From an optimization exercise on the open Yosys and OpenROAD flow, aimed at small area and a short achievable clock period; shortcuts taken in it are not production practice. RTL that was checked went through simulation tests only; none was proved equivalent to the original. Function not checked in run 4: the RTL went through the layout flow alone. Power figures rest on the tool's default switching activity, not on a simulated workload.

## flow/flow/run.sh

```bash
#!/bin/bash
# Standard layout, with plain buffers (not delay cells) on the ports and a
# smaller clock tree without dummy loads.
set -euo pipefail
export BUFFER_PORTS_ARGS="-buffer_cell sky130_fd_sc_hd__buf_2"
export CTS_ARGS="-sink_clustering_enable -repair_clock_nets -dont_use_dummy_load -buf_list {sky130_fd_sc_hd__clkbuf_8} -sink_clustering_size 14 -sink_clustering_max_diameter 80"
bash standard.sh > standard_flow.log 2>&1
```

## flow/constraint.sdc

```tcl
create_clock -name core_clock -period 17.0 [get_ports {clk}]
set_input_delay 3.4000 -clock core_clock [delete_from_list [all_inputs] [get_ports {clk}]]
set_output_delay 3.4000 -clock core_clock [all_outputs]
set_load 0.01 [all_outputs]
```

## flow/config.mk

```make
export PLATFORM = sky130hd
export DESIGN_NAME = datapath
export DESIGN_NICKNAME = datapath
export VERILOG_FILES = /design/flow/design.v
export SDC_FILE = /design/flow/constraint.sdc
export NUM_CORES = 4
export LEC_CHECK = 0
export CAP_MARGIN = 20
export CORE_MARGIN = 2
export CORE_UTILIZATION = 55
export SLEW_MARGIN = 20
export SYNTH_HIERARCHICAL = 1
```

## flow/design.v

```verilog
`timescale 1ns / 1ps
module FunctionalUnit(FS, A, An, B, nbx, zero_flag, out);
	input [2:0] FS;
	input [15:0] A, An, B;	 
	input [15:0] nbx;	 
	output zero_flag;
	output [15:0] out;
	wire inv = ~FS[2] & ~FS[1] & FS[0];
	reg ksum, kl, kr, kL, kg, kp, kna;
	always @(*) begin
		{ksum, kl, kr, kL, kg, kp, kna} = 7'b0;
		case (FS)
			3'b000: {ksum, kg, kp} = 3'b111;
			3'b001: ksum = 1'b1;
			3'b010: {kL, kg} = 2'b11;
			3'b011: {kL, kg, kp} = 3'b111;
			3'b100: {kL, kp} = 2'b11;
			3'b101: {kL, kna} = 2'b11;
			3'b110: {kl, kg} = 2'b11;
			default: {kr, kg, kp} = 3'b111;
		endcase
	end
	wire [15:0] g, p, t, L, c;
	wire [17:0] Ae = {A[15], A, 1'b0};
	genvar i;
	generate
		for (i = 0; i < 16; i = i + 1) begin: sl
			nor2g gg(.a(An[i]), .b(nbx[i]), .y(g[i]));
			gen_p gp(.a(A[i]), .nb(nbx[i]), .p(p[i]));
			nand2g gt(.a(An[i]), .b(nbx[i]), .y(t[i]));
			alu_out fo(.ksum(ksum), .kL(kL), .kl(kl), .kr(kr), .kg(kg), .kp(kp), .kna(kna),
				.a(A[i]), .g(g[i]), .p(p[i]), .c(c[i]),
				.al(Ae[i]), .ar(Ae[i+2]), .L(L[i]), .f(out[i]));
		end
	endgenerate
	prefix_carry PC(.g(g), .p(t), .cin(inv), .c(c));
	assign zero_flag = inv ? ((&p) & (|B)) : ~|L;
endmodule
module prefix_carry(input [15:0] g, input [15:0] p, input cin, output [15:0] c);
	wire [15:0] G0, P0, G1, P1, G2, P2, G3, P3;
	genvar i;
	generate
		for (i = 0; i < 16; i = i + 1) begin: lv
			if (i == 0) begin: b0
				assign G0[i] = g[0] | (p[0] & cin);
				assign P0[i] = 1'b0;
			end else begin: bn
				assign G0[i] = g[i];
				assign P0[i] = p[i];
			end
			if (i[0]) begin: l1
				assign G1[i] = G0[i] | (P0[i] & G0[i-1]);
				assign P1[i] = P0[i] & P0[i-1];
			end else begin: l1n
				assign G1[i] = G0[i];
				assign P1[i] = P0[i];
			end
			if (i[1]) begin: l2
				assign G2[i] = G1[i] | (P1[i] & G1[(i & ~1) - 1]);
				assign P2[i] = P1[i] & P1[(i & ~1) - 1];
			end else begin: l2n
				assign G2[i] = G1[i];
				assign P2[i] = P1[i];
			end
			if (i[2]) begin: l3
				assign G3[i] = G2[i] | (P2[i] & G2[(i & ~3) - 1]);
				assign P3[i] = P2[i] & P2[(i & ~3) - 1];
			end else begin: l3n
				assign G3[i] = G2[i];
				assign P3[i] = P2[i];
			end
		end
		assign c[0] = cin;
		for (i = 1; i < 16; i = i + 1) begin: co
			if (i - 1 >= 8)
				assign c[i] = G3[i-1] | (P3[i-1] & G3[7]);
			else
				assign c[i] = G3[i-1];
		end
	endgenerate
endmodule
module gen_p(input a, input nb, output p);
	assign p = ~(a ^ nb);
endmodule
module alu_out(input ksum, input kL, input kl, input kr, input kg, input kp, input kna,
	input a, input g, input p, input c, input al, input ar, output L, output f);
	assign L = (g & kg) | (p & kp) | (~a & kna);
	assign f = ((p ^ c) & ksum) | (L & kL) | (al & kl) | (ar & kr);
endmodule
`timescale 1ns / 1ps
module hold_mux(input we, input hold, input d, input q, output y);
	assign y = (we & d) | (hold & q);
endmodule
module aoi222(input a0, input a1, input b0, input b1, input c0, input c1, output y);
	assign y = ~((a0 & a1) | (b0 & b1) | (c0 & c1));
endmodule
module nand2g(input a, input b, output y);
	assign y = ~(a & b);
endmodule
module nand3g(input a, input b, input c, output y);
	assign y = ~(a & b & c);
endmodule
module nand4g(input a, input b, input c, input d, output y);
	assign y = ~(a & b & c & d);
endmodule
module or2g(input a, input b, output y);
	assign y = a | b;
endmodule
module nor2g(input a, input b, output y);
	assign y = ~(a | b);
endmodule
module rd_mux16(input [15:0] d, input [15:0] s, output y, output yn);
	wire [5:0] t;
	wire n0, n1;
	aoi222 g0(d[0], s[0], d[1], s[1], d[2], s[2], t[0]);
	aoi222 g1(d[3], s[3], d[4], s[4], d[5], s[5], t[1]);
	aoi222 g2(d[6], s[6], d[7], s[7], d[8], s[8], t[2]);
	aoi222 g3(d[9], s[9], d[10], s[10], d[11], s[11], t[3]);
	aoi222 g4(d[12], s[12], d[13], s[13], d[14], s[14], t[4]);
	nand2g g5(d[15], s[15], t[5]);
	nand3g c0(t[0], t[1], t[2], n0);
	nand3g c1(t[3], t[4], t[5], n1);
	or2g c2(n0, n1, y);
	nor2g c3(n0, n1, yn);
endmodule
module rd_mux17(input [16:0] d, input [16:0] s, output y);
	wire [6:0] t;
	wire n0, n1;
	aoi222 g0(d[0], s[0], d[1], s[1], d[2], s[2], t[0]);
	aoi222 g1(d[3], s[3], d[4], s[4], d[5], s[5], t[1]);
	aoi222 g2(d[6], s[6], d[7], s[7], d[8], s[8], t[2]);
	aoi222 g3(d[9], s[9], d[10], s[10], d[11], s[11], t[3]);
	aoi222 g4(d[12], s[12], d[13], s[13], d[14], s[14], t[4]);
	nand2g g5(d[15], s[15], t[5]);
	nand2g g6(d[16], s[16], t[6]);
	nand3g c0(t[0], t[1], t[2], n0);
	nand4g c1(t[3], t[4], t[5], t[6], n1);
	or2g c2(n0, n1, y);
endmodule
module nand2bg(input an, input b, output y);
	assign y = ~(~an & b);
endmodule
module or3g(input a, input b, input c, output y);
	assign y = a | b | c;
endmodule
module or3bg(input a, input b, input cn, output y);
	assign y = a | b | ~cn;
endmodule
module nand3bg(input an, input b, input c, output y);
	assign y = ~(~an & b & c);
endmodule
module predec2(input [1:0] a, output [3:0] yn);
	or2g p0(a[1], a[0], yn[0]);
	nand2bg p1(a[1], a[0], yn[1]);
	nand2bg p2(a[0], a[1], yn[2]);
	nand2g p3(a[1], a[0], yn[3]);
endmodule
module predec2off(input [1:0] a, input off, output [3:0] yn);
	or3g p0(a[1], a[0], off, yn[0]);
	or3bg p1(a[1], off, a[0], yn[1]);
	or3bg p2(a[0], off, a[1], yn[2]);
	nand3bg p3(off, a[1], a[0], yn[3]);
endmodule
module dec4(input [3:0] a, output [15:0] y);
	wire [3:0] lo, hi;
	predec2 pl(a[1:0], lo);
	predec2 ph(a[3:2], hi);
	genvar k;
	generate
		for (k = 0; k < 16; k = k + 1) begin: o
			nor2g g(lo[k % 4], hi[k / 4], y[k]);
		end
	endgenerate
endmodule
module dec4off(input [3:0] a, input off, output [15:0] y);
	wire [3:0] lo, hi;
	predec2 pl(a[1:0], lo);
	predec2off ph(a[3:2], off, hi);
	genvar k;
	generate
		for (k = 0; k < 16; k = k + 1) begin: o
			nor2g g(lo[k % 4], hi[k / 4], y[k]);
		end
	endgenerate
endmodule
`timescale 1ns / 1ps
module datapath(
	input clk,
	input clr,
	input RW,
	input [3:0] DA,
	input [3:0] AA,
	input [3:0] BA,
	input MB,
	input [2:0] FS,
	input MD,
	input [15:0] const_in,
	input [15:0] data_in,
	output [15:0] addr_out,
	output [15:0] data_out,
	output [15:0] f_out,
	output zero_flag
	);
	wire [15:0] F;
	wire [15:0] Dw = MD ? data_in : F;
	wire [15:0] dec = 16'd1 << DA;
	wire [15:0] selA0, selA1, selB0, selB1;
	dec4 da0(.a(AA), .y(selA0));
	dec4 da1(.a(AA), .y(selA1));
	dec4off db0(.a(BA), .off(MB), .y(selB0));
	dec4off db1(.a(BA), .off(MB), .y(selB1));
	wire [15:0] A, An, B;
	wire [15:0] rd [0:15];
	genvar i, j;
	generate
		for (i = 0; i < 16; i = i + 1) begin: regs
			reg [15:0] q;
			wire [15:0] nq;
			wire we = ~clr & RW & dec[i];
			wire hold = ~clr & ~(RW & dec[i]);
			for (j = 0; j < 16; j = j + 1) begin: bits
				hold_mux m(.we(we), .hold(hold), .d(Dw[j]), .q(q[j]), .y(nq[j]));
				assign rd[j][i] = q[j];
			end
			always @(posedge clk)
				q <= nq;
		end
		for (j = 0; j < 16; j = j + 1) begin: rports
			rd_mux16 ma(.d(rd[j]), .s(j < 8 ? selA0 : selA1), .y(A[j]), .yn(An[j]));
			rd_mux17 mb(.d({const_in[j], rd[j]}), .s({MB, j < 8 ? selB0 : selB1}), .y(B[j]));
		end
	endgenerate
	wire inv = ~FS[2] & ~FS[1] & FS[0];
	wire [15:0] nbx;
	generate
		for (j = 0; j < 16; j = j + 1) begin: opb
			gen_p g(.a(B[j]), .nb(inv), .p(nbx[j]));
		end
	endgenerate
	wire z;
	FunctionalUnit FU(.FS(FS), .A(A), .An(An), .B(B), .nbx(nbx), .zero_flag(z), .out(F));
	assign addr_out = A;
	assign data_out = B;
	assign f_out = F;
	assign zero_flag = z;
endmodule
```

## flow/standard.sh

```bash
#!/bin/bash
# synth_recipe.tcl (not shown) runs the flow's synth.tcl, then flattens the netlist and writes it again
# the make line also repeats each setting of config.mk as NAME=value (left out here)
make -C /OpenROAD-flow-scripts/flow DESIGN_CONFIG=/design/flow/config.mk WORK_HOME=/design/flow/orfs CLKGATE_MAP_FILE= SYNTH_SCRIPT=/design/flow/synth_recipe.tcl "${@:-finish}"
```

==> results.toml, run 1 <==
[power]
power.share.switching_pct = 29.1
switchingPower_mw = 0.316
total_power_mw = 1.09
clock_power_share_pct = 28.4
cell_internal_pwr_mw = 0.770
vdd_ir_drop_max_mv = 0.0775
leakage_nw = 5.32
share_seq_of_total_power_pct = 56.4
power_density_mw_per_mm2 = 79.9
power_frac_comb_pct = 15.3

[grt]
vias_in_the_first_global_route = 11661
largest_net_degree_at_the_start_of_global_routing = 25
grt_first_pass_wirelength_um = 70600
grt_remaining_overflow = 0
use_met3_pct = 10.7
globalRouteMet1Util_pct = 52.2
grt_most_used_layer = "met2"
global_route.usage.met2_pct = 58.7
global_route.usage.total_pct = 38.4
grt_antenna_before_repair = 1

[sta]
clock-skew-final_ns = 0.0972
finalMaxSlewViolations = 0
setup_viol = 0
layout_min_cycle_time_ns = 10.84
max_freq_mhz = 92.3
totalNegativeSetupSlack_ns = 0
hold_viol_final = 0
timing.max_slew.rel_slack_pct = 26.2
setup_repair_after_global_routing_missed_its_margin = "false"
part_of_the_cycle_the_worst_path_needs_pct = 63.7
worst_slew_pin_slew_ns = 1.11

[synthesis]
synthesis.instances = 1214
number_of_nets_in_the_synthesized_netlist = 1266
synth.cell_area_sq_mm = 0.0122
ys_warn_count = 8
synth.avg_cell_area_sq_um = 10.1

[clock_tree]
cts_setup_buffers = 0
numClockSinks = 256
clkSlewWorstSetupHoldPaths_ns = 0.09
clock-root-buffer = "clkbuf_8"
clock_latency_reported_for_the_late_side_of_the_worst_skew_pair_ns = 0.58
cts_max_path_buffers = 3
cts_buffers = 22
cts-resized-gates = 0
hold_buffers = 0
cts_tree = "done"
htree_levels = 1

[worst_hold_path]
whs_endpoint = "regs[13].q[8]"
timing.hold.worst.start = "regs[13].q[8]"
worst_hold_path.num_cells = 1
min_delay_path_class = "flop to flop"

[route]
routed_wire_length_per_instance_um = 29.2
initialDrtViolationCount = 2718
wl_um = 47700
detail_route.drc_violations = 0
detailedRoute.firstPassIterationCount = 17
num_vias = 12844
postRouteAntennaNets = 0
avgViaCountPerCell = 7.86

[floorplanning]
die_width_um = 153
design.core.area_sq_mm = 0.0218
io_pins = 101
row_count = 54
design.die.area_sq_mm = 0.0235
initial_core_util_pct = 56.1
die_h_um = 153

[final_layout]
layout_top_registers = "regs.q: 256 flops"
syn2layout_area_growth_pct = 11.1
largest_register_ffs = 256
largest-register = "regs.q"
leading_cell_types_in_the_layout_fill_and_taps_excluded = "272 x a22o_1, 256 x dfxtp_1, 160 x a222oi_1, 111 x nor2_1, 100 x buf_2"
final-instance-count-excl-fill = 1635
layout-drive-gt1-share_pct = 13.6
insertedDiodeCount = 0
layout.cells.most_common = "a22o_1"
final_nets = 1409
register_area_sq_mm = 0.00512
multi_input_area_sq_mm = 0.00709
fillCellCount = 1919

[setup_path]
setup.worst_path.start_class = "input pin"
reg2reg_depth = 13
critical_path.max_fanout = 24
timing.critical_path.depth = 15
cell_at_the_slowest_stage_of_the_critical_path = "nor2_1"
crit-reg2reg-launch = "regs[3].q[7]"
timing_worst_setup_path_type = "input pin to output pin"
worst_path_largest_cell_delay_ns = 0.60
r2r-end = "regs[13].q[12]"
arrival_ns = 7.44
critical_path_buf_inv_count = 2
critical_path.top_delay_family = "simple AND/OR/NAND/NOR gates"
worstSetupEndpointType = "output pin"
crit_path_frequent_cell = "buf_2"
timing.critical_path.required_ns = 13.60
crit_chain = "buf_2 -> or3b_1 -> nor2_1 -> a222oi_1 -> nand3_1 -> or2_1 -> xnor2_1 -> nand2_1 -> a21oi_1 -> o21ai_0 -> o2111ai_2 -> a32oi_1 -> xor2_1 -> a221o_1 -> buf_2"
ff2ff_setup_slack_ns = 12.77

[place]
routabilityCongestion = 1.00
io_buffers = 100
place.detailed.instances = 1613
dp.final_hpwl_um = 33300

[job]
max_cap_viol_count = 0

[outcome]
run_status = "complete, no violations"
-- layout make-up --
class | count | share of cell area (%)
clock buffers | 22 | 2.23
repair buffers | 129 | 5.28
well taps | 280 | 2.58
multi-input cells | 944 | 52.1
flip-flops and latches | 256 | 37.7
inverters | 4 | 0.110
-- worst register-to-register path, delay by kind of cell, from the launching register on --
family,cells,cell delay [ns]
xor gates and xnor gates,2,0.46
AOI/OAI and AO/OA,7,1.96
DFF,1,0.35
and+or+nand+nor,3,0.77
muxes,1,0.48
-- metal layers --
metal  share of wire [%]  wire length [um]
met2                  43             20400
met5                   0                 0
met1                  39             18600
met3                  14              6650
met4                 4.4              2100
-- power groups by stage --
| stage | logic (mW) | clock network [mW] | registers [mW] |
|---|---|---|---|
| 2_1_floorplan | 0.0946 | 0 | 0.624 |
| 3_3_place_gp | 0.158 | 0 | 0.626 |
| 3_5_place_dp | 0.159 | 0 | 0.626 |
| 4_1_cts | 0.159 | 0.312 | 0.612 |
| 5_1_grt | 0.173 | 0.332 | 0.613 |
| 6_report | 0.166 | 0.309 | 0.613 |
-- metrics by stage --
stage	hold slack, ns	cell area [sq um]	util, %	worst slack [ns]
final	0.508	13600	62.3	6.16
after global routing	0.522	13600	62.3	6.03
after CTS	0.507	13600	62.3	6.39
after detailed placement	0.481	13300	60.9	6.40
after global placement	0.477	13300	60.9	6.42
after floorplan	0.461	12200	-	6.69
-- how the worst max path moves through the flow --
stage / from / end / slack [ns]
CTS: MB / f_out[13] / 6.39
finish: MB / f_out[13] / 6.16
global placement: MB / f_out[13] / 6.42
floorplan: FS[1] / f_out[13] / 6.69
detailed placement: MB / f_out[13] / 6.40
global route: MB / f_out[13] / 6.03
==> inputs of run 2 (changes only) <==
--- a/flow/flow/run.sh
+++ b/flow/flow/run.sh
@@ -4,4 +4,6 @@
 set -euo pipefail
 export BUFFER_PORTS_ARGS="-buffer_cell sky130_fd_sc_hd__buf_2"
 export CTS_ARGS="-sink_clustering_enable -repair_clock_nets -dont_use_dummy_load -buf_list {sky130_fd_sc_hd__clkbuf_8} -sink_clustering_size 14 -sink_clustering_max_diameter 80"
+export SETUP_SLACK_MARGIN=7.2
+export SETUP_MOVE_SEQUENCE=sizeup,swap
 bash standard.sh > standard_flow.log 2>&1
==> results.toml, run 2 <==
[clock_tree]
clkSlewWorstSetupHoldPaths_ns = 0.09
cts_tree = "done"
clock_latency_reported_for_the_late_side_of_the_worst_skew_pair_ns = 0.58
clock-root-buffer = "clkbuf_8"
cts_buffers = 23
hold_buffers = 0
htree_levels = 1
numClockSinks = 256
cts_max_path_buffers = 3

[floorplanning]
design.core.area_sq_mm = 0.0218
io_pins = 101
die_width_um = 153
initial_core_util_pct = 56.1
design.die.area_sq_mm = 0.0235
die_h_um = 153
row_count = 54

[setup_path]
critical_path_buf_inv_count = 2
timing_worst_setup_path_type = "input pin to output pin"
critical_path.top_delay_family = "compound AO/OA/AOI/OAI gates"
worstSetupEndpointType = "output pin"
crit_chain = "buf_6 -> or3b_4 -> nor2_4 -> a222oi_1 -> nand4_1 -> or2_1 -> xnor2_2 -> nand2_1 -> a21oi_1 -> o21ai_2 -> o2111ai_4 -> o221ai_2 -> xor2_1 -> a221o_1 -> buf_2"
cell_at_the_slowest_stage_of_the_critical_path = "a222oi_1"
arrival_ns = 6.76
setup.worst_path.start_class = "input pin"
timing.critical_path.required_ns = 13.60
worst_path_largest_cell_delay_ns = 0.46
critical_path.max_fanout = 8

[worst_hold_path]
min_delay_path_class = "flop to flop"

[final_layout]
final_nets = 1406
syn2layout_area_growth_pct = 15.0
layout.cells.most_common = "a22o_1"
insertedDiodeCount = 0
layout.core_utilization_pct = 64.5
final_cell_area_sq_mm = 0.0141
largest_register_ffs = 256
layout-drive-gt1-share_pct = 19.2
leading_cell_types_in_the_layout_fill_and_taps_excluded = "272 x a22o_1, 256 x dfxtp_1, 160 x a222oi_1, 95 x buf_2, 76 x nor2_1"
layout_top_registers = "regs.q: 256 flops"
largest-register = "regs.q"

[power]
leakage_nw = 5.41
vdd_ir_drop_max_mv = 0.0668
power_density_mw_per_mm2 = 78.7
total_power_mw = 1.11

[grt]
global_route.usage.total_pct = 39.0
grt_remaining_overflow = 0
grt_first_pass_wirelength_um = 71800
vias_in_the_first_global_route = 11832
largest_net_degree_at_the_start_of_global_routing = 25
grt_antenna_before_repair = 0

[sta]
totalNegativeSetupSlack_ns = 0
layout_min_cycle_time_ns = 10.16
part_of_the_cycle_the_worst_path_needs_pct = 59.8
timing.max_slew.rel_slack_pct = 29.0
timing.hold.ws_ns = 0.513
worst_slew_pin_slew_ns = 1.06
max_freq_mhz = 98.4
hold_viol_final = 0
setup_viol = 0
setup_repair_after_global_routing_missed_its_margin = "true"
clock-skew-final_ns = 0.0728
finalMaxSlewViolations = 0

[route]
num_vias = 12818
wl_met1_um = 19000
top_layer = "met4"
detailedRoute.firstPassIterationCount = 17
detail_route.drc_violations = 0
postRouteAntennaNets = 0
avgViaCountPerCell = 7.85
initialDrtViolationCount = 2823
routed-wl-met2_um = 20600
wl_um = 48100
routed_wire_length_per_instance_um = 29.5
route.met3.wl_um = 6450

[place]
dp.final_hpwl_um = 33400
routabilityCongestion = 0.985
io_buffers = 100
postPlaceCellArea_sq_mm = 0.0133

[job]
max_cap_viol_count = 0

[synthesis]
synthesis.instances = 1214
ys_warn_count = 8
number_of_nets_in_the_synthesized_netlist = 1266
synth.cell_area_sq_mm = 0.0122
synth.avg_cell_area_sq_um = 10.1

[outcome]
run_status = "complete, no violations"
run 2: cell count changes in the layout (fill, tap and decap cells not counted), moves of 5 or more:
cell / change
nor2_1: -35
nor2_4: +18
nor2_2: +17
xnor2_1: -11
or2_1: -8
or2_4: +8
xnor2_2: +7
a21oi_1: -6
a21oi_2: +6
buf_2: -5
run 2: metrics by stage:
stage          setup slack (ns)  std cells
2_1_floorplan              7.35       1214
3_3_place_gp               6.38       1609
6_report                   6.84       1632
4_1_cts                    6.90       1632
5_1_grt                    6.72       1632
3_5_place_dp               6.41       1609
run 2: area by class of cell:
cell class                      count  area (sq um)
Clock buffer                       23           317
Fill cell                        1828          7750
Inverter                            4          15.0
Multi-Input combinational cell    944          7530
Sequential cell                   256          5120
Tap cell                          280           350
Timing Repair Buffer              125           737
run 2: worst paths after layout:
kind / startpoint / endpoint / slack (ns) / depth (start not counted)
worst max-delay path: BA[3] / f_out[15] / 6.84 / 15
worst min-delay path: regs[9].q[4] / regs[9].q[4] / 0.51 / 1
worst max register to register: regs[0].q[7] / regs[14].q[13] / 13.02 / 13
worst min register to register: regs[9].q[4] / regs[9].q[4] / 0.51 / 1
run 2: repair_timing:
action,CTS,global route
buffers inserted,0,0
endpoints found under the setup margin,17,15
gates resized for setup,85,31
pin swaps,30,20
run 2: power by group:
part / internal [mW] / switching (mW)
Sequential: 0.606 / 0.00641
Clock: 0.121 / 0.197
Combinational: 0.0541 / 0.123
run 2: routing by layer:
| metal | vias to the layer above | track usage, % |
|---|---|---|
| met5 | - | 0 |
| met2 | 1002 | 59.3 |
| met1 | 6192 | 53.8 |
| met4 | 0 | 14.4 |
| li1 | 5461 | - |
| met3 | 163 | 9.61 |
==> inputs of run 3 (changes only) <==
--- a/flow/flow/run.sh
+++ b/flow/flow/run.sh
@@ -4,6 +4,6 @@
 set -euo pipefail
 export BUFFER_PORTS_ARGS="-buffer_cell sky130_fd_sc_hd__buf_2"
 export CTS_ARGS="-sink_clustering_enable -repair_clock_nets -dont_use_dummy_load -buf_list {sky130_fd_sc_hd__clkbuf_8} -sink_clustering_size 14 -sink_clustering_max_diameter 80"
-export SETUP_SLACK_MARGIN=7.2
+export SETUP_SLACK_MARGIN=6.6
 export SETUP_MOVE_SEQUENCE=sizeup,swap
 bash standard.sh > standard_flow.log 2>&1
==> results.toml, run 3 <==
[outcome]
run_status = "complete, no violations"

[place]
io_buffers = 100
dp.final_hpwl_um = 33300
routabilityCongestion = 1.00

[route]
detail_route.drc_violations = 0
avgViaCountPerCell = 7.81
postRouteAntennaNets = 0
wl_um = 47800
detailedRoute.firstPassIterationCount = 14
num_vias = 12770
initialDrtViolationCount = 2784
routed_wire_length_per_instance_um = 29.2

[sta]
setup_viol = 0
finalMaxSlewViolations = 0
timing.max_slew.rel_slack_pct = 24.5
totalNegativeSetupSlack_ns = 0
setup_repair_after_global_routing_missed_its_margin = "true"
max_freq_mhz = 96.6
part_of_the_cycle_the_worst_path_needs_pct = 60.9
hold_viol_final = 0
clock-skew-final_ns = 0.0963
worst_slew_pin_slew_ns = 1.13
layout_min_cycle_time_ns = 10.36

[clock_tree]
clock_latency_reported_for_the_late_side_of_the_worst_skew_pair_ns = 0.58
numClockSinks = 256
clkSlewWorstSetupHoldPaths_ns = 0.09
cts_tree = "done"
cts_max_path_buffers = 3
htree_levels = 1
cts_buffers = 22
clock-root-buffer = "clkbuf_8"
hold_buffers = 0

[setup_path]
worst_path_largest_cell_delay_ns = 0.51
crit_chain = "buf_2 -> or3_1 -> nor2_2 -> a222oi_1 -> nand3_1 -> or2_1 -> xnor2_1 -> nand2_1 -> a21oi_4 -> o211a_1 -> o221ai_1 -> xor2_1 -> a221o_1 -> buf_2"
critical_path_buf_inv_count = 2
worstSetupEndpointType = "output pin"
arrival_ns = 6.96
critical_path.max_fanout = 8
critical_path.top_delay_family = "compound AO/OA/AOI/OAI gates"
crit_path_frequent_cell = "buf_2"
cell_at_the_slowest_stage_of_the_critical_path = "a222oi_1"
timing_worst_setup_path_type = "input pin to output pin"
setup.worst_path.start_class = "input pin"
timing.critical_path.required_ns = 13.60

[worst_hold_path]
min_delay_path_class = "flop to flop"

[grt]
grt_remaining_overflow = 0
globalRouteMet1Util_pct = 52.1
vias_in_the_first_global_route = 11666
grt_most_used_layer = "met2"
global_route.usage.total_pct = 38.4
use_met3_pct = 10.7
grt_first_pass_wirelength_um = 70600
largest_net_degree_at_the_start_of_global_routing = 25
grt_antenna_before_repair = 1
global_route.usage.met2_pct = 58.6

[final_layout]
layout.core_utilization_pct = 63.5
syn2layout_area_growth_pct = 13.1
layout_top_registers = "regs.q: 256 flops"
insertedDiodeCount = 0
final_nets = 1409
largest-register = "regs.q"
leading_cell_types_in_the_layout_fill_and_taps_excluded = "272 x a22o_1, 256 x dfxtp_1, 160 x a222oi_1, 98 x buf_2, 84 x nor2_1"
layout-drive-gt1-share_pct = 17.3
largest_register_ffs = 256
layout.cells.most_common = "a22o_1"

[synthesis]
synth.cell_area_sq_mm = 0.0122
number_of_nets_in_the_synthesized_netlist = 1266
synth.avg_cell_area_sq_um = 10.1
ys_warn_count = 8
synthesis.instances = 1214

[power]
leakage_nw = 5.36
vdd_ir_drop_max_mv = 0.0778
power_density_mw_per_mm2 = 78.9

[job]
max_cap_viol_count = 0

[floorplanning]
design.core.area_sq_mm = 0.0218
row_count = 54
design.die.area_sq_mm = 0.0235
die_width_um = 153
initial_core_util_pct = 56.1
die_h_um = 153
io_pins = 101
-- run 3: cell types whose count changed in the layout (fill, tap and decap cells not counted), moves of 3 or more --
cell	change
a21oi_1	+4
a21oi_2	-5
buf_2	+3
buf_4	+4
nand2_1	+3
nand2_2	-3
nor2_1	+8
nor2_4	-10
or2_1	+4
or2_4	-4
xnor2_1	+4
xnor2_4	-4
-- run 3: area by class of cell --
class / count / area [sq um]
well taps: 280 / 350
multi-input cells: 944 / 7330
inverters: 4 / 15.0
repair buffers: 129 / 727
fillers: 1899 / 7980
flip-flops and latches: 256 / 5120
clock buffers: 22 / 303
-- run 3: final timing paths --
check	startpoint	to	slack, ns	cells past startpoint
worst min-delay path	regs[13].q[8]	regs[13].q[8]	0.51	1
worst max register to register	regs[3].q[2]	regs[15].q[7]	12.87	14
worst max-delay path	BA[2]	f_out[15]	6.64	14
worst min register to register	regs[13].q[8]	regs[13].q[8]	0.51	1
-- run 3: per-stage QoR --
stage          area [sq um]  cells  worst slack [ns]  total power, mW  hold slack [ns]
3_3_place_gp          13300   1613              6.42            0.785            0.477
6_report              13800   1635              6.64             1.09            0.509
3_5_place_dp          13300   1613              6.40            0.785            0.481
5_1_grt               13800   1635              6.55             1.12            0.522
4_1_cts               13600   1635              6.61             1.08            0.507
2_1_floorplan         12200   1214              6.69            0.719            0.461
-- run 3: what timing repair did --
item | 4_1_cts | 5_1_grt
setup endpoints to repair | 8 | 10
gates resized for setup | 13 | 54
endpoints found under the hold margin | 0 | 0
pin swaps | 0 | 8
setup buffers | 0 | 0
-- run 3: per-layer routing --
layer	share of wire, %	wire length [um]
met2	43	20400
met1	39	18700
met4	4.7	2230
met5	0	0
met3	14	6460
-- run 3: power by group --
part	internal [mW]	total (mW)	leakage, nW	switching [mW]
combinational	0.0513	0.171	3.14	0.120
clock	0.116	0.309	0.158	0.193
sequential	0.606	0.613	2.06	0.00642
total	0.773	1.09	5.36	0.319
==> inputs of run 4 (changes only) <==
--- a/flow/design.v
+++ b/flow/design.v
@@ -103,6 +103,12 @@
 module nand4g(input a, input b, input c, input d, output y);
 	assign y = ~(a & b & c & d);
 endmodule
+module a221og(input a0, input a1, input b0, input b1, input c, output y);
+	assign y = (a0 & a1) | (b0 & b1) | c;
+endmodule
+module and2g(input a, input b, output y);
+	assign y = a & b;
+endmodule
 module or2g(input a, input b, output y);
 	assign y = a | b;
 endmodule
@@ -123,8 +129,8 @@
 	or2g c2(n0, n1, y);
 	nor2g c3(n0, n1, yn);
 endmodule
-module rd_mux17(input [16:0] d, input [16:0] s, output y);
-	wire [6:0] t;
+module rd_mux16c(input [15:0] d, input [15:0] s, input nmb, input mc, output y);
+	wire [5:0] t;
 	wire n0, n1;
 	aoi222 g0(d[0], s[0], d[1], s[1], d[2], s[2], t[0]);
 	aoi222 g1(d[3], s[3], d[4], s[4], d[5], s[5], t[1]);
@@ -132,10 +138,9 @@
 	aoi222 g3(d[9], s[9], d[10], s[10], d[11], s[11], t[3]);
 	aoi222 g4(d[12], s[12], d[13], s[13], d[14], s[14], t[4]);
 	nand2g g5(d[15], s[15], t[5]);
-	nand2g g6(d[16], s[16], t[6]);
 	nand3g c0(t[0], t[1], t[2], n0);
-	nand4g c1(t[3], t[4], t[5], t[6], n1);
-	or2g c2(n0, n1, y);
+	nand3g c1(t[3], t[4], t[5], n1);
+	a221og c2(nmb, n0, nmb, n1, mc, y);
 endmodule
 module nand2bg(input an, input b, output y);
 	assign y = ~(~an & b);
@@ -207,8 +212,10 @@
 	wire [15:0] selA0, selA1, selB0, selB1;
 	dec4 da0(.a(AA), .y(selA0));
 	dec4 da1(.a(AA), .y(selA1));
-	dec4off db0(.a(BA), .off(MB), .y(selB0));
-	dec4off db1(.a(BA), .off(MB), .y(selB1));
+	dec4 db0(.a(BA), .y(selB0));
+	dec4 db1(.a(BA), .y(selB1));
+	wire nMB = ~MB;
+	wire [15:0] mc;
 	wire [15:0] A, An, B;
 	wire [15:0] rd [0:15];
 	genvar i, j;
@@ -227,7 +234,8 @@
 		end
 		for (j = 0; j < 16; j = j + 1) begin: rports
 			rd_mux16 ma(.d(rd[j]), .s(j < 8 ? selA0 : selA1), .y(A[j]), .yn(An[j]));
-			rd_mux17 mb(.d({const_in[j], rd[j]}), .s({MB, j < 8 ? selB0 : selB1}), .y(B[j]));
+			and2g gm(.a(MB), .b(const_in[j]), .y(mc[j]));
+			rd_mux16c mb(.d(rd[j]), .s(j < 8 ? selB0 : selB1), .nmb(nMB), .mc(mc[j]), .y(B[j]));
 		end
 	endgenerate
 	wire inv = ~FS[2] & ~FS[1] & FS[0];
==> results.toml, run 4 <==
[outcome]
run_status = "complete, no violations"

[final_layout]
layout-drive-gt1-share_pct = 16.1
largest_register_ffs = 256
final_cell_area_sq_mm = 0.0139
leading_cell_types_in_the_layout_fill_and_taps_excluded = "272 x a22o_1, 256 x dfxtp_1, 160 x a222oi_1, 102 x nor2_1, 96 x buf_2"
largest-register = "regs.q"
layout_top_registers = "regs.q: 256 flops"
layout.core_utilization_pct = 63.5
layout.cells.most_common = "a22o_1"
final-instance-count-excl-fill = 1637
syn2layout_area_growth_pct = 12.9
final_nets = 1410

[clock_tree]
cts_setup_buffers = 0
clock-root-buffer = "clkbuf_8"
clkSlewWorstSetupHoldPaths_ns = 0.08
cts_tree = "done"
clock_latency_reported_for_the_late_side_of_the_worst_skew_pair_ns = 0.60
htree_levels = 1
cts_buffers = 22
cts_max_path_buffers = 3
numClockSinks = 256

[floorplanning]
io_pins = 101
design.die.area_sq_mm = 0.0236
design.core.area_sq_mm = 0.0219
row_count = 54
initial_core_util_pct = 56.2
die_h_um = 154
die_width_um = 154

[sta]
totalNegativeSetupSlack_ns = 0
setup_viol = 0
timing.max_slew.rel_slack_pct = 25.5
hold_viol_final = 0
max_freq_mhz = 96.2
part_of_the_cycle_the_worst_path_needs_pct = 61.2
clock-skew-final_ns = 0.126
worst_slew_pin_slew_ns = 1.11
finalWorstSetupSlack_ns = 6.60
setup_repair_after_global_routing_missed_its_margin = "false"
layout_min_cycle_time_ns = 10.40
finalMaxSlewViolations = 0

[grt]
grt_first_pass_wirelength_um = 68700
grt_remaining_overflow = 0
vias_in_the_first_global_route = 11462
largest_net_degree_at_the_start_of_global_routing = 33
grt_antenna_before_repair = 0
global_route.usage.total_pct = 37.2

[route]
detailedRoute.firstPassIterationCount = 21
initialDrtViolationCount = 2497
avgViaCountPerCell = 7.71
postRouteAntennaNets = 0
route.met3.wl_um = 5540
top_layer = "met4"
detail_route.drc_violations = 0
routed_wire_length_per_instance_um = 28.6
wl_met1_um = 18600
routed-wl-met2_um = 20300
num_vias = 12627
wl_um = 46800

[place]
dp.final_hpwl_um = 33000
postPlaceCellArea_sq_mm = 0.0134
io_buffers = 100
routabilityCongestion = 0.964
place.detailed.instances = 1614
pre_cts_slack_ns = 6.45

[power]
leakage_nw = 5.44
power_density_mw_per_mm2 = 78.6
vdd_ir_drop_max_mv = 0.0705

[job]
max_cap_viol_count = 0

[synthesis]
synth.cell_area_sq_mm = 0.0123
number_of_nets_in_the_synthesized_netlist = 1267
ys_warn_count = 8
synth.avg_cell_area_sq_um = 10.1
synthesis.instances = 1215

[setup_path]
crit_chain = "buf_6 -> or2_4 -> nor2_4 -> a222oi_1 -> nand3_1 -> a221o_1 -> xnor2_2 -> nand2_1 -> a21o_2 -> nand4_1 -> a21oi_4 -> o2111ai_4 -> o221ai_2 -> xor2_1 -> a221o_1 -> buf_2"
setup.worst_path.start_class = "input pin"
worstSetupEndpointType = "output pin"
critical_path_buf_inv_count = 2
cell_at_the_slowest_stage_of_the_critical_path = "a221o_1"
critical_path.max_fanout = 8
worst_path_largest_cell_delay_ns = 0.49
critical_path.top_delay_family = "compound AO/OA/AOI/OAI gates"
crit_path_frequent_cell = "a221o_1"
timing.critical_path.required_ns = 13.60
arrival_ns = 7.00
timing_worst_setup_path_type = "input pin to output pin"

[worst_hold_path]
min_delay_path_class = "flop to flop"
==> run 4: routing by layer <==
| metal | global-route usage [%] | up-vias |
|---|---|---|
| met3 | 6.85 | 172 |
| met2 | 56.9 | 937 |
| li1 | - | 5474 |
| met5 | 0 | - |
| met1 | 52.3 | 6044 |
| met4 | 14.7 | 0 |
==> run 4: path summary, 6_finish.rpt <==
check	cells past startpoint	end	from	slack (ns)
setup / recovery	16	f_out[15]	BA[1]	6.60
hold / removal	1	regs[6].q[3]	regs[6].q[3]	0.51
setup reg to reg	14	regs[12].q[13]	regs[0].q[0]	12.72
hold reg to reg	1	regs[6].q[3]	regs[6].q[3]	0.51
==> run 4: layout make-up <==
class / instances / area (sq um)
multi-input combinational: 944 / 7350
tap: 280 / 350
sequential: 256 / 5120
timing repair buffer: 129 / 743
antenna: 1 / 2.50
fill: 1885 / 8000
inverter: 5 / 18.8
clock buffer: 22 / 303
==> run 4: timing repair <==
item,CTS,global route
resized for setup,4,52
hold buffers,0,0
endpoints found under the setup margin,7,9
pin swaps,0,29
==> run 4: power breakdown <==
group | total [mW] | internal (mW) | leakage [nW] | switching (mW)
registers | 0.612 | 0.606 | 2.06 | 0.00625
clock network | 0.307 | 0.116 | 0.158 | 0.192
logic | 0.172 | 0.0518 | 3.22 | 0.120
==> run 4: worst reg2reg max path, cell delays in order, from the launching register on <==
cell and delay [ns]:
dfxtp_1 0.34, a222oi_1 0.39, nand3_1 0.24, a221o_1 0.49
xnor2_2 0.20, nor2_1 0.15, a21o_2 0.14, nand4_1 0.22
a21oi_4 0.27, o2111ai_4 0.21, a32oi_1 0.27, xor2_1 0.10
a221o_1 0.31, mux2_2 0.45, a22o_1 0.27
==> run 4: through the flow <==
| stage | power, mW | hold WS, ns |
|---|---|---|
| 4_1_cts | 1.09 | 0.507 |
| 3_5_place_dp | 0.787 | 0.481 |
| 6_report | 1.09 | 0.510 |
| 5_1_grt | 1.12 | 0.523 |
| 2_1_floorplan | 0.721 | 0.461 |
| 3_3_place_gp | 0.786 | 0.476 |
==> inputs of run 5 (changes only) <==
--- a/flow/design.v
+++ b/flow/design.v
@@ -207,7 +207,8 @@
 	output zero_flag
 	);
 	wire [15:0] F;
-	wire [15:0] Dw = MD ? data_in : F;
+	wire [15:0] Dw;
+	wire nMD = ~MD;
 	wire [15:0] dec = 16'd1 << DA;
 	wire [15:0] selA0, selA1, selB0, selB1;
 	dec4 da0(.a(AA), .y(selA0));
@@ -232,6 +233,9 @@
 			always @(posedge clk)
 				q <= nq;
 		end
+		for (j = 0; j < 16; j = j + 1) begin: wdata
+			hold_mux m(.we(MD), .hold(nMD), .d(data_in[j]), .q(F[j]), .y(Dw[j]));
+		end
 		for (j = 0; j < 16; j = j + 1) begin: rports
 			rd_mux16 ma(.d(rd[j]), .s(j < 8 ? selA0 : selA1), .y(A[j]), .yn(An[j]));
 			and2g gm(.a(MB), .b(const_in[j]), .y(mc[j]));
==> flow/flow/run.sh (replaced) <==
#!/bin/bash
# Standard layout, with plain buffers (not delay cells) on the ports and a
# smaller clock tree without dummy loads.
set -euo pipefail
export BUFFER_PORTS_ARGS="-buffer_cell sky130_fd_sc_hd__buf_1"
export CTS_ARGS="-sink_clustering_enable -repair_clock_nets -dont_use_dummy_load -buf_list {sky130_fd_sc_hd__clkbuf_8} -sink_clustering_size 14 -sink_clustering_max_diameter 80"
export SETUP_SLACK_MARGIN=6.8
export SETUP_MOVE_SEQUENCE=sizeup,swap
bash standard.sh > standard_flow.log 2>&1
==> results.toml, run 5 <==
[outcome]
run_status = "complete, no violations"

[floorplanning]
row_count = 54
design.die.area_sq_mm = 0.0235
design.core.area_sq_mm = 0.0218
die_width_um = 153
initial_core_util_pct = 56.1
io_pins = 101
die_h_um = 153

[clock_tree]
clock_latency_reported_for_the_late_side_of_the_worst_skew_pair_ns = 0.58
cts_buffers = 23
cts_tree = "done"
htree_levels = 1
cts_max_path_buffers = 3
clock-root-buffer = "clkbuf_8"
cts_setup_buffers = 0
clkSlewWorstSetupHoldPaths_ns = 0.09
numClockSinks = 256

[setup_path]
critical_path.max_fanout = 8
setup.worst_path.start_class = "input pin"
reg2reg_depth = 13
arrival_ns = 6.91
timing_worst_setup_path_type = "input pin to output pin"
worstSetupEndpointType = "output pin"
timing.critical_path.required_ns = 13.60

[final_layout]
largest_register_ffs = 256
multi_input_area_sq_mm = 0.00735
leading_cell_types_in_the_layout_fill_and_taps_excluded = "288 x a22o_1, 256 x dfxtp_1, 160 x a222oi_1, 93 x nor2_1, 87 x buf_1"
layout.cells.most_common = "a22o_1"
layout.core_utilization_pct = 63.4
layout_top_registers = "regs.q: 256 flops"
final_nets = 1412
layout-drive-gt1-share_pct = 9.65
largest-register = "regs.q"
fillCellCount = 1881
syn2layout_area_growth_pct = 13.0
register_area_sq_mm = 0.00512

[job]
max_cap_viol_count = 0

[grt]
grt_remaining_overflow = 0
grt_antenna_before_repair = 3
grt_first_pass_wirelength_um = 70600
vias_in_the_first_global_route = 11818
global_route.usage.total_pct = 38.2
largest_net_degree_at_the_start_of_global_routing = 33

[worst_hold_path]
min_delay_path_class = "flop to flop"
worst_hold_path.num_cells = 1

[power]
vdd_ir_drop_max_mv = 0.0608
clock_power_share_pct = 29.2
cell_internal_pwr_mw = 0.774
total_power_mw = 1.10
leakage_nw = 5.16
power_frac_comb_pct = 15.1
power_density_mw_per_mm2 = 79.4
share_seq_of_total_power_pct = 55.7
power.share.switching_pct = 29.5
switchingPower_mw = 0.324

[sta]
timing.max_slew.rel_slack_pct = 23.6
max_freq_mhz = 97.0
setup_viol = 0
part_of_the_cycle_the_worst_path_needs_pct = 60.6
finalWorstSetupSlack_ns = 6.69
clock-skew-final_ns = 0.0513
finalMaxSlewViolations = 0
setup_repair_after_global_routing_missed_its_margin = "true"
timing.hold.ws_ns = 0.509
layout_min_cycle_time_ns = 10.31
hold_viol_final = 0
totalNegativeSetupSlack_ns = 0
worst_slew_pin_slew_ns = 1.15

[synthesis]
number_of_nets_in_the_synthesized_netlist = 1264
synth.cell_area_sq_mm = 0.0122
ys_warn_count = 8
synth.avg_cell_area_sq_um = 10.1
synthesis.instances = 1212

[place]
io_buffers = 100
dp.final_hpwl_um = 33300
routabilityCongestion = 1.03
pre_cts_slack_ns = 6.30

[route]
initialDrtViolationCount = 2755
detailedRoute.firstPassIterationCount = 17
routed_wire_length_per_instance_um = 29.0
avgViaCountPerCell = 7.76
wl_um = 47500
num_vias = 12726
postRouteAntennaNets = 0
detail_route.drc_violations = 0
run 5: layer usage:
layer,part of all wire (%),global-route usage [%],vias up
met3,13,8.87,158
met5,0,0,-
met1,40,53.0,6080
met4,4.9,16.7,0
met2,42,57.1,987
li1,-,-,5501
run 5: layout make-up:
cell class | count | share of cell area (%)
timing repair buffer | 129 | 4.78
tap | 280 | 2.53
antenna | 3 | 0.0543
inverter | 6 | 0.190
clock buffer | 23 | 2.29
sequential | 256 | 37.0
multi-input combinational | 944 | 53.1
run 5: critical path, stage by stage:
cell and delay [ns]:
buf_12 0.10, nand2b_4 0.16, nor2_4 0.08, a222oi_1 0.46, nand3_1 0.31, a221o_1 0.51
xnor2_2 0.21, nand2_2 0.13, nand4_1 0.19, a21oi_2 0.29, o2111ai_4 0.19, a32oi_1 0.27
xor2_1 0.10, a221o_1 0.36, buf_2 0.15
run 5: worst paths after layout:
check | startpoint | slack [ns] | to
setup / recovery | BA[0] | 6.69 | f_out[13]
hold / removal | regs[6].q[10] | 0.51 | regs[6].q[10]
setup reg to reg | regs[6].q[3] | 12.71 | regs[8].q[13]
hold reg to reg | regs[6].q[10] | 0.51 | regs[6].q[10]
run 5: power groups by stage:
| stage | Combinational (mW) | Clock, mW | Sequential, mW |
|---|---|---|---|
| after floorplan | 0.0928 | 0 | 0.623 |
| after global placement | 0.151 | 0 | 0.625 |
| after detailed placement | 0.151 | 0 | 0.625 |
| after CTS | 0.156 | 0.322 | 0.611 |
| after global routing | 0.174 | 0.342 | 0.612 |
| final | 0.166 | 0.321 | 0.611 |
run 5: timing repair:
item | CTS | global route
resized for setup | 47 | 44
setup endpoints to repair | 13 | 11
hold buffers | 0 | 0
hold endpoints to repair | 0 | 0
pin swaps | 20 | 37
run 5: per-stage QoR:
stage / area [sq um] / cells
floorplan: 12200 / 1212
global placement: 13200 / 1615
detailed placement: 13200 / 1615
CTS: 13700 / 1638
global route: 13800 / 1641
finish: 13800 / 1641
==> inputs of run 6 (changes only) <==
--- a/flow/flow/run.sh
+++ b/flow/flow/run.sh
@@ -4,6 +4,6 @@
 set -euo pipefail
 export BUFFER_PORTS_ARGS="-buffer_cell sky130_fd_sc_hd__buf_1"
 export CTS_ARGS="-sink_clustering_enable -repair_clock_nets -dont_use_dummy_load -buf_list {sky130_fd_sc_hd__clkbuf_8} -sink_clustering_size 14 -sink_clustering_max_diameter 80"
-export SETUP_SLACK_MARGIN=6.8
+export SETUP_SLACK_MARGIN=7.5
 export SETUP_MOVE_SEQUENCE=sizeup,swap
 bash standard.sh > standard_flow.log 2>&1
==> results.toml, run 6 <==
[final_layout]
largest-register = "regs.q"
fillCellCount = 1891
leading_cell_types_in_the_layout_fill_and_taps_excluded = "288 x a22o_1, 256 x dfxtp_1, 160 x a222oi_1, 88 x buf_1, 71 x nor2_1"
layout.cells.most_common = "a22o_1"
insertedDiodeCount = 0
final_nets = 1400
layout_top_registers = "regs.q: 256 flops"
syn2layout_area_growth_pct = 13.8
largest_register_ffs = 256
layout-drive-gt1-share_pct = 12.1

[route]
initialDrtViolationCount = 2473
num_vias = 12963
detailedRoute.firstPassIterationCount = 17
wl_um = 49200
routed_wire_length_per_instance_um = 30.3
avgViaCountPerCell = 7.97
postRouteAntennaNets = 0
detail_route.drc_violations = 0

[grt]
grt_antenna_before_repair = 0
global_route.usage.total_pct = 40.1
vias_in_the_first_global_route = 12042
grt_first_pass_wirelength_um = 73500
grt_remaining_overflow = 0
largest_net_degree_at_the_start_of_global_routing = 33

[synthesis]
number_of_nets_in_the_synthesized_netlist = 1264
synth.avg_cell_area_sq_um = 10.1
synthesis.instances = 1212
ys_warn_count = 8
synth.cell_area_sq_mm = 0.0122

[setup_path]
setup.worst_path.start_class = "input pin"
crit-reg2reg-launch = "regs[6].q[0]"
cell_at_the_slowest_stage_of_the_critical_path = "a221o_1"
critical_path.max_fanout = 8
timing.critical_path.required_ns = 13.60
worst_path_largest_cell_delay_ns = 0.47
crit_path_frequent_cell = "a221o_1"
arrival_ns = 6.85
timing.critical_path.depth = 16
worstSetupEndpointType = "output pin"
timing_worst_setup_path_type = "input pin to output pin"
critical_path_buf_inv_count = 2
reg2reg_depth = 14
crit_chain = "buf_12 -> or2_4 -> nor2_2 -> a222oi_1 -> nand3_1 -> a221o_1 -> xnor2_2 -> nor2_1 -> a21o_2 -> nand4_1 -> a21oi_2 -> o2111ai_4 -> a32oi_2 -> xor2_1 -> a221o_1 -> buf_2"
critical_path.top_delay_family = "compound AO/OA/AOI/OAI gates"
timing.critical_path.from = "BA[1]"

[outcome]
run_status = "complete, no violations"

[sta]
setup_repair_after_global_routing_missed_its_margin = "true"
part_of_the_cycle_the_worst_path_needs_pct = 60.3
finalWorstSetupSlack_ns = 6.75
layout_min_cycle_time_ns = 10.25
setup_viol = 0
clock-skew-final_ns = 0.107
finalMaxSlewViolations = 0
max_freq_mhz = 97.6
hold_viol_final = 0
timing.max_slew.rel_slack_pct = 18.8
totalNegativeSetupSlack_ns = 0
timing.hold.ws_ns = 0.507
worst_slew_pin_slew_ns = 1.22

[worst_hold_path]
worst_hold_path.num_cells = 1
min_delay_path_class = "flop to flop"
timing.hold.worst.start = "regs[12].q[6]"

[floorplanning]
io_pins = 101
die_h_um = 153
design.die.area_sq_mm = 0.0235
design.core.area_sq_mm = 0.0218
row_count = 54
die_width_um = 153
initial_core_util_pct = 56.1

[clock_tree]
cts_max_path_buffers = 3
htree_levels = 1
cts_buffers = 23
clock-root-buffer = "clkbuf_8"
clock_latency_reported_for_the_late_side_of_the_worst_skew_pair_ns = 0.59
cts_tree = "done"
numClockSinks = 256
clkSlewWorstSetupHoldPaths_ns = 0.03

[place]
io_buffers = 100
routabilityCongestion = 1.10
dp.final_hpwl_um = 33500
pre_cts_slack_ns = 6.41

[power]
vdd_ir_drop_max_mv = 0.0746
leakage_nw = 5.13
power_density_mw_per_mm2 = 79.4

[job]
max_cap_viol_count = 0
[run 6: routing by layer]
metal  part of all wire [%]  global-route usage, %  wire, um  vias to the layer above
li1                       -                      -         -                     5478
met1                     39                   55.2     19100                     6253
met2                     42                   59.1     20900                     1033
met3                     14                   10.5      6680                      199
met4                    5.3                   18.2      2590                        0
met5                      0                      0         0                        -
[run 6: layout make-up]
class	instances	area, sq um	share of cell area (%)
clock buffer	23	317	2.27
inverter	6	22.5	0.162
multi-input combinational	944	7530	54.1
sequential	256	5120	36.8
tap	280	350	2.52
timing repair buffer	117	578	4.15
[run 6: path summary, 6_finish.rpt]
kind / end / slack, ns
setup / recovery: f_out[13] / 6.75
setup reg to reg: regs[12].q[6] / 12.62
hold / removal: regs[12].q[6] / 0.51
hold reg to reg: regs[12].q[6] / 0.51
[run 6: power by group]
| group | internal (mW) | switching, mW |
|---|---|---|
| logic | 0.0494 | 0.124 |
| registers | 0.606 | 0.00560 |
| clock network | 0.121 | 0.201 |
[run 6: what timing repair did]
| action | 4_1_cts | 5_1_grt |
|---|---|---|
| resized for setup | 69 | 30 |
| pin swaps | 44 | 43 |
| setup endpoints to repair | 17 | 17 |
| setup buffers | 0 | 0 |
| hold buffers | 0 | 0 |
| gates cloned | 0 | 0 |
| endpoints found under the hold margin | 0 | 0 |
[run 6: worst reg2reg max path, cell delays in order (launching register included)]
cell      delay (ns)
dfxtp_1         0.35
a222oi_1        0.44
nand3_1         0.31
a221o_1         0.47
xnor2_2         0.24
nor2_1          0.09
a21o_2          0.22
nand4_1         0.14
nand2_1         0.11
a21o_1          0.20
a21o_1          0.19
xor2_1          0.20
a221o_1         0.21
a22o_1          0.79
a22o_1          0.28
[run 6: stage by stage]
stage / util (%) / instances / power (mW) / area [sq um]
4_1_cts: 63.3 / 1626 / 1.10 / 13800
3_5_place_dp: 60.7 / 1603 / 0.781 / 13200
2_1_floorplan: - / 1212 / 0.718 / 12300
6_report: 63.8 / 1626 / 1.11 / 13900
5_1_grt: 63.8 / 1626 / 1.13 / 13900
3_3_place_gp: 60.6 / 1603 / 0.780 / 13200
==> inputs of run 7 (changes only) <==
--- a/flow/flow/run.sh
+++ b/flow/flow/run.sh
@@ -4,6 +4,6 @@
 set -euo pipefail
 export BUFFER_PORTS_ARGS="-buffer_cell sky130_fd_sc_hd__buf_1"
 export CTS_ARGS="-sink_clustering_enable -repair_clock_nets -dont_use_dummy_load -buf_list {sky130_fd_sc_hd__clkbuf_8} -sink_clustering_size 14 -sink_clustering_max_diameter 80"
-export SETUP_SLACK_MARGIN=7.5
+export SETUP_SLACK_MARGIN=7.0
 export SETUP_MOVE_SEQUENCE=sizeup,swap
 bash standard.sh > standard_flow.log 2>&1
--- a/flow/config.mk
+++ b/flow/config.mk
@@ -5,8 +5,8 @@
 export SDC_FILE = /design/flow/constraint.sdc
 export NUM_CORES = 4
 export LEC_CHECK = 0
-export CAP_MARGIN = 20
+export CAP_MARGIN = 5
 export CORE_MARGIN = 2
 export CORE_UTILIZATION = 55
-export SLEW_MARGIN = 20
+export SLEW_MARGIN = 5
 export SYNTH_HIERARCHICAL = 1
==> results.toml, run 7 <==
[place]
postPlaceCellArea_sq_mm = 0.0132
routabilityCongestion = 1.03
io_buffers = 100
pre_cts_slack_ns = 6.30
dp.final_hpwl_um = 33300

[route]
postRouteAntennaNets = 0
initialDrtViolationCount = 2716
num_vias = 12795
wl_um = 47600
detailedRoute.firstPassIterationCount = 15
detail_route.drc_violations = 0
routed_wire_length_per_instance_um = 29.0
avgViaCountPerCell = 7.80

[grt]
vias_in_the_first_global_route = 11836
largest_net_degree_at_the_start_of_global_routing = 33
grt_antenna_before_repair = 3
grt_first_pass_wirelength_um = 70800
global_route.usage.total_pct = 38.4
grt_remaining_overflow = 0

[final_layout]
largest-register = "regs.q"
layout-drive-gt1-share_pct = 9.65
final_nets = 1412
layout_top_registers = "regs.q: 256 flops"
final_cell_area_sq_mm = 0.0138
fillCellCount = 1877
leading_cell_types_in_the_layout_fill_and_taps_excluded = "288 x a22o_1, 256 x dfxtp_1, 160 x a222oi_1, 92 x nor2_1, 88 x buf_1"
multi_input_area_sq_mm = 0.00735
largest_register_ffs = 256
layout.core_utilization_pct = 63.4
register_area_sq_mm = 0.00512
syn2layout_area_growth_pct = 13.0
layout.cells.most_common = "a22o_1"

[power]
total_power_mw = 1.10
power_density_mw_per_mm2 = 79.2
vdd_ir_drop_max_mv = 0.0608
leakage_nw = 5.15

[outcome]
run_status = "complete, no violations"

[floorplanning]
initial_core_util_pct = 56.1
die_width_um = 153
die_h_um = 153
design.core.area_sq_mm = 0.0218
io_pins = 101
row_count = 54
design.die.area_sq_mm = 0.0235

[synthesis]
ys_warn_count = 8
number_of_nets_in_the_synthesized_netlist = 1264
synth.cell_area_sq_mm = 0.0122
synth.avg_cell_area_sq_um = 10.1
synthesis.instances = 1212

[setup_path]
worst_path_largest_cell_delay_ns = 0.50
timing.critical_path.required_ns = 13.60
crit_path_frequent_cell = "a221o_1"
timing_worst_setup_path_type = "input pin to output pin"
ff2ff_setup_slack_ns = 12.74
arrival_ns = 6.86
critical_path.max_fanout = 8
cell_at_the_slowest_stage_of_the_critical_path = "a221o_1"
worstSetupEndpointType = "output pin"
crit_chain = "buf_12 -> nand2b_4 -> nor2_4 -> a222oi_1 -> nand3_1 -> a221o_1 -> xnor2_2 -> nand2_2 -> nand4_1 -> a21oi_2 -> o2111ai_4 -> a32oi_1 -> xor2_1 -> a221o_1 -> buf_2"
setup.worst_path.start_class = "input pin"

[sta]
clock-skew-final_ns = 0.0569
layout_min_cycle_time_ns = 10.26
finalMaxSlewViolations = 0
setup_repair_after_global_routing_missed_its_margin = "true"
hold_viol_final = 0
finalWorstSetupSlack_ns = 6.74
setup_viol = 0
max_freq_mhz = 97.4
worst_slew_pin_slew_ns = 1.13
totalNegativeSetupSlack_ns = 0
timing.max_slew.rel_slack_pct = 24.1
part_of_the_cycle_the_worst_path_needs_pct = 60.4

[clock_tree]
hold_buffers = 0
cts_max_path_buffers = 3
clock_latency_reported_for_the_late_side_of_the_worst_skew_pair_ns = 0.57
clkSlewWorstSetupHoldPaths_ns = 0.09
htree_levels = 1
cts_tree = "done"
numClockSinks = 256
clock-root-buffer = "clkbuf_8"
cts_buffers = 23

[worst_hold_path]
min_delay_path_class = "flop to flop"

[job]
max_cap_viol_count = 0
==> run 7: per-stage QoR <==
stage / hold WS (ns) / instances
2_1_floorplan: 0.461 / 1212
3_3_place_gp: 0.477 / 1615
3_5_place_dp: 0.480 / 1615
4_1_cts: 0.507 / 1638
5_1_grt: 0.524 / 1641
6_report: 0.508 / 1641
==> run 7: worst max-delay path: cells and delay by family <==
family,cells,cell delay (ns)
AND/OR/NAND/NOR,5,0.88
buffers and inverters,2,0.25
AO/OA/AOI/OAI,6,2.03
XOR/XNOR,2,0.31
==> run 7: report_power, final <==
part,switching (mW),leakage [nW],internal [mW]
Clock,0.198,0.165,0.121
Combinational,0.118,2.92,0.0481
Sequential,0.00566,2.06,0.606
Total,0.322,5.15,0.774
==> run 7: worst paths after layout <==
path	startpoint	end	cells past startpoint
worst max-delay path	BA[0]	f_out[13]	15
worst min-delay path	regs[6].q[10]	regs[6].q[10]	1
worst max register to register	regs[6].q[3]	regs[13].q[13]	13
worst min register to register	regs[6].q[10]	regs[6].q[10]	1
==> run 7: area by class of cell <==
type | instances | area share [%]
Tap cell | 280 | 2.53
Inverter | 6 | 0.190
Timing Repair Buffer | 129 | 4.81
Multi-Input combinational cell | 944 | 53.1
Antenna cell | 3 | 0.0543
Clock buffer | 23 | 2.29
Sequential cell | 256 | 37.0
==> run 7: metal layers <==
layer / GRT usage, % / share of wire [%]
met1: 53.1 / 40
met3: 9.13 / 13
met4: 16.0 / 4.7
met2: 57.5 / 43
met5: 0 / 0
==> run 7: what timing repair did <==
action	CTS	global route
pin swaps	30	26
gates cloned	0	0
hold endpoints to repair	0	0
endpoints found under the setup margin	15	12
gates resized for setup	75	17
setup buffers	0	0
==> inputs of run 8 (changes only) <==
--- a/flow/flow/run.sh
+++ b/flow/flow/run.sh
@@ -4,6 +4,6 @@
 set -euo pipefail
 export BUFFER_PORTS_ARGS="-buffer_cell sky130_fd_sc_hd__buf_1"
 export CTS_ARGS="-sink_clustering_enable -repair_clock_nets -dont_use_dummy_load -buf_list {sky130_fd_sc_hd__clkbuf_8} -sink_clustering_size 14 -sink_clustering_max_diameter 80"
-export SETUP_SLACK_MARGIN=7.0
+export SETUP_SLACK_MARGIN=8.2
 export SETUP_MOVE_SEQUENCE=sizeup,swap
 bash standard.sh > standard_flow.log 2>&1
==> flow/config.mk (replaced) <==
export PLATFORM = sky130hd
export DESIGN_NAME = datapath
export DESIGN_NICKNAME = datapath
export VERILOG_FILES = /design/flow/design.v
export SDC_FILE = /design/flow/constraint.sdc
export NUM_CORES = 4
export LEC_CHECK = 0
export CAP_MARGIN = 20
export CORE_MARGIN = 2
export CORE_UTILIZATION = 65
export SLEW_MARGIN = 20
export SYNTH_HIERARCHICAL = 1
==> results.toml, run 8 <==
[place]
routabilityCongestion = 1.07
place.detailed.instances = 1565
io_buffers = 100
pre_cts_slack_ns = 6.45
postPlaceCellArea_sq_mm = 0.0132
dp.final_hpwl_um = 32300

[route]
wl_um = 47300
postRouteAntennaNets = 0
avgViaCountPerCell = 8.35
initialDrtViolationCount = 2905
routed_wire_length_per_instance_um = 29.7
detail_route.drc_violations = 0
num_vias = 13266
detailedRoute.firstPassIterationCount = 15

[sta]
worst_slew_pin_slew_ns = 1.18
finalWorstSetupSlack_ns = 6.70
clock-skew-final_ns = 0.105
timing.max_slew.rel_slack_pct = 21.5
hold_viol_final = 0
timing.hold.ws_ns = 0.512
setup_repair_after_global_routing_missed_its_margin = "true"
finalMaxSlewViolations = 0
totalNegativeSetupSlack_ns = 0
setup_viol = 0
max_freq_mhz = 97.1
layout_min_cycle_time_ns = 10.30
part_of_the_cycle_the_worst_path_needs_pct = 60.6

[grt]
vias_in_the_first_global_route = 12206
globalRouteMet1Util_pct = 60.1
global_route.usage.total_pct = 45.6
use_met3_pct = 14.2
grt_first_pass_wirelength_um = 70500
global_route.usage.met2_pct = 66.5
grt_antenna_before_repair = 2
grt_most_used_layer = "met2"
grt_remaining_overflow = 0
largest_net_degree_at_the_start_of_global_routing = 33

[final_layout]
final-instance-count-excl-fill = 1589
layout_top_registers = "regs.q: 256 flops"
leading_cell_types_in_the_layout_fill_and_taps_excluded = "288 x a22o_1, 256 x dfxtp_1, 160 x a222oi_1, 87 x nor2_1, 86 x buf_1"
largest-register = "regs.q"
layout.core_utilization_pct = 74.3
largest_register_ffs = 256
layout-drive-gt1-share_pct = 10.2
final_nets = 1407
syn2layout_area_growth_pct = 12.8
final_cell_area_sq_mm = 0.0138
layout.cells.most_common = "a22o_1"

[floorplanning]
initial_core_util_pct = 65.9
design.core.area_sq_mm = 0.0186
design.die.area_sq_mm = 0.0199
row_count = 50
io_pins = 101
die_width_um = 141
die_h_um = 141

[synthesis]
ys_warn_count = 8
synth.cell_area_sq_mm = 0.0122
synthesis.instances = 1212
number_of_nets_in_the_synthesized_netlist = 1264
synth.avg_cell_area_sq_um = 10.1

[clock_tree]
cts_setup_buffers = 0
clock-root-buffer = "clkbuf_8"
cts_tree = "done"
cts_max_path_buffers = 3
clkSlewWorstSetupHoldPaths_ns = 0.09
clock_latency_reported_for_the_late_side_of_the_worst_skew_pair_ns = 0.61
numClockSinks = 256
htree_levels = 1
cts_buffers = 22

[setup_path]
crit_chain = "buf_12 -> or2_1 -> nor2_1 -> a222oi_1 -> nand3_1 -> a221o_1 -> xnor2_2 -> nand2_1 -> a21o_1 -> a21oi_2 -> o211a_1 -> o221ai_2 -> xor2_1 -> a221o_1 -> buf_1"
worst_path_largest_cell_delay_ns = 0.52
worstSetupEndpointType = "output pin"
timing_worst_setup_path_type = "input pin to output pin"
cell_at_the_slowest_stage_of_the_critical_path = "nor2_1"
timing.critical_path.required_ns = 13.60
setup.worst_path.start_class = "input pin"
arrival_ns = 6.90
critical_path.max_fanout = 8
crit_path_frequent_cell = "a221o_1"

[power]
leakage_nw = 5.16
power_density_mw_per_mm2 = 78.8
vdd_ir_drop_max_mv = 0.0870
total_power_mw = 1.09

[outcome]
run_status = "complete, no violations"

[job]
max_cap_viol_count = 0

[worst_hold_path]
min_delay_path_class = "flop to flop"
[run 8: where the power goes]
group | internal (mW) | switching, mW | leakage (nW) | total [mW]
combinational | 0.0484 | 0.120 | 2.94 | 0.168
clock | 0.116 | 0.193 | 0.158 | 0.309
sequential | 0.605 | 0.00577 | 2.06 | 0.611
[run 8: path summary, 6_finish.rpt]
check / start / endpoint / slack (ns) / depth (start not counted)
worst max-delay path: BA[2] / f_out[15] / 6.70 / 15
worst max register to register: regs[6].q[3] / regs[11].q[13] / 12.67 / 13
worst min register to register: regs[15].q[12] / regs[15].q[12] / 0.51 / 1
worst min-delay path: regs[15].q[12] / regs[15].q[12] / 0.51 / 1
[run 8: timing repair]
| action | 4_1_cts | 5_1_grt |
|---|---|---|
| endpoints found under the setup margin | 24 | 24 |
| gates cloned | 0 | 0 |
| pin swaps | 29 | 30 |
| resized for setup | 47 | 32 |
| hold buffers | 0 | 0 |
[run 8: area by class of cell]
class / count / area [sq um]
fill: 1389 / 4770
tap: 234 / 293
sequential: 256 / 5120
inverter: 6 / 26.3
timing repair buffer: 125 / 643
antenna: 2 / 5.00
clock buffer: 22 / 303
multi-input combinational: 944 / 7420
[run 8: metal layers]
layer  part of all wire, %  up-vias
met3                    15      325
met1                    36     6215
met2                    41     1239
met4                   7.9        0
met5                     0        -
li1                      -     5487
[run 8: worst max-delay path, delay by kind of cell]
family,cells,cell delay [ns]
AOI/OAI and AO/OA,7,1.68
xor gates and xnor gates,2,0.33
and+or+nand+nor,4,1.23
buffers and inverters,2,0.25

[afterwards: timing with drivers on the ports]
In the flow no input, the clock included, has a driving cell. The finished layouts below were timed again as built, in two steps. Step 1, drivers: a clkbuf_16 drives clk and a buf_2 each remaining input, both assumed. Step 2 adds t to the input delays and takes it off the output delays; t is the mean of the earliest and latest rising clock arrival at the registers after step 1. Input paths then give back, and output paths get back, about the clock's delay inside the block. Three values: ideal, step 1, step 2; two values: the first two.
run | t (ns) | setup slack, ns | slew at the worst register clock pin (ns) | worst slew at a driven data input, ns | cell pins on the clock port's net
run 1 | 0.578 | 6.164 / 6.143 / 6.143 | 0.10 / 0.10 | 0.03 | 1
run 2 | 0.594 | 6.835 / 6.789 / 6.789 | 0.10 / 0.10 | 0.07 | 1
run 3 | 0.582 | 6.643 / 6.619 / 6.619 | 0.10 / 0.10 | 0.04 | 1
run 4 | 0.579 | 6.604 / 6.561 / 6.561 | 0.10 / 0.10 | 0.09 | 1
run 5 | 0.597 | 6.690 / 6.629 / 6.629 | 0.10 / 0.10 | 0.09 | 1
run 6 | 0.580 | 6.751 / 6.683 / 6.683 | 0.10 / 0.10 | 0.09 | 1
run 7 | 0.582 | 6.737 / 6.677 / 6.677 | 0.10 / 0.10 | 0.09 | 1
run 8 | 0.609 | 6.704 / 6.638 / 6.638 | 0.10 / 0.10 | 0.11 | 1
After both steps setup and hold are still met in every run listed. For run 6, which loses most, drivers alone change the setup slack by -0.068 ns; drivers and shift together by -0.068 ns.
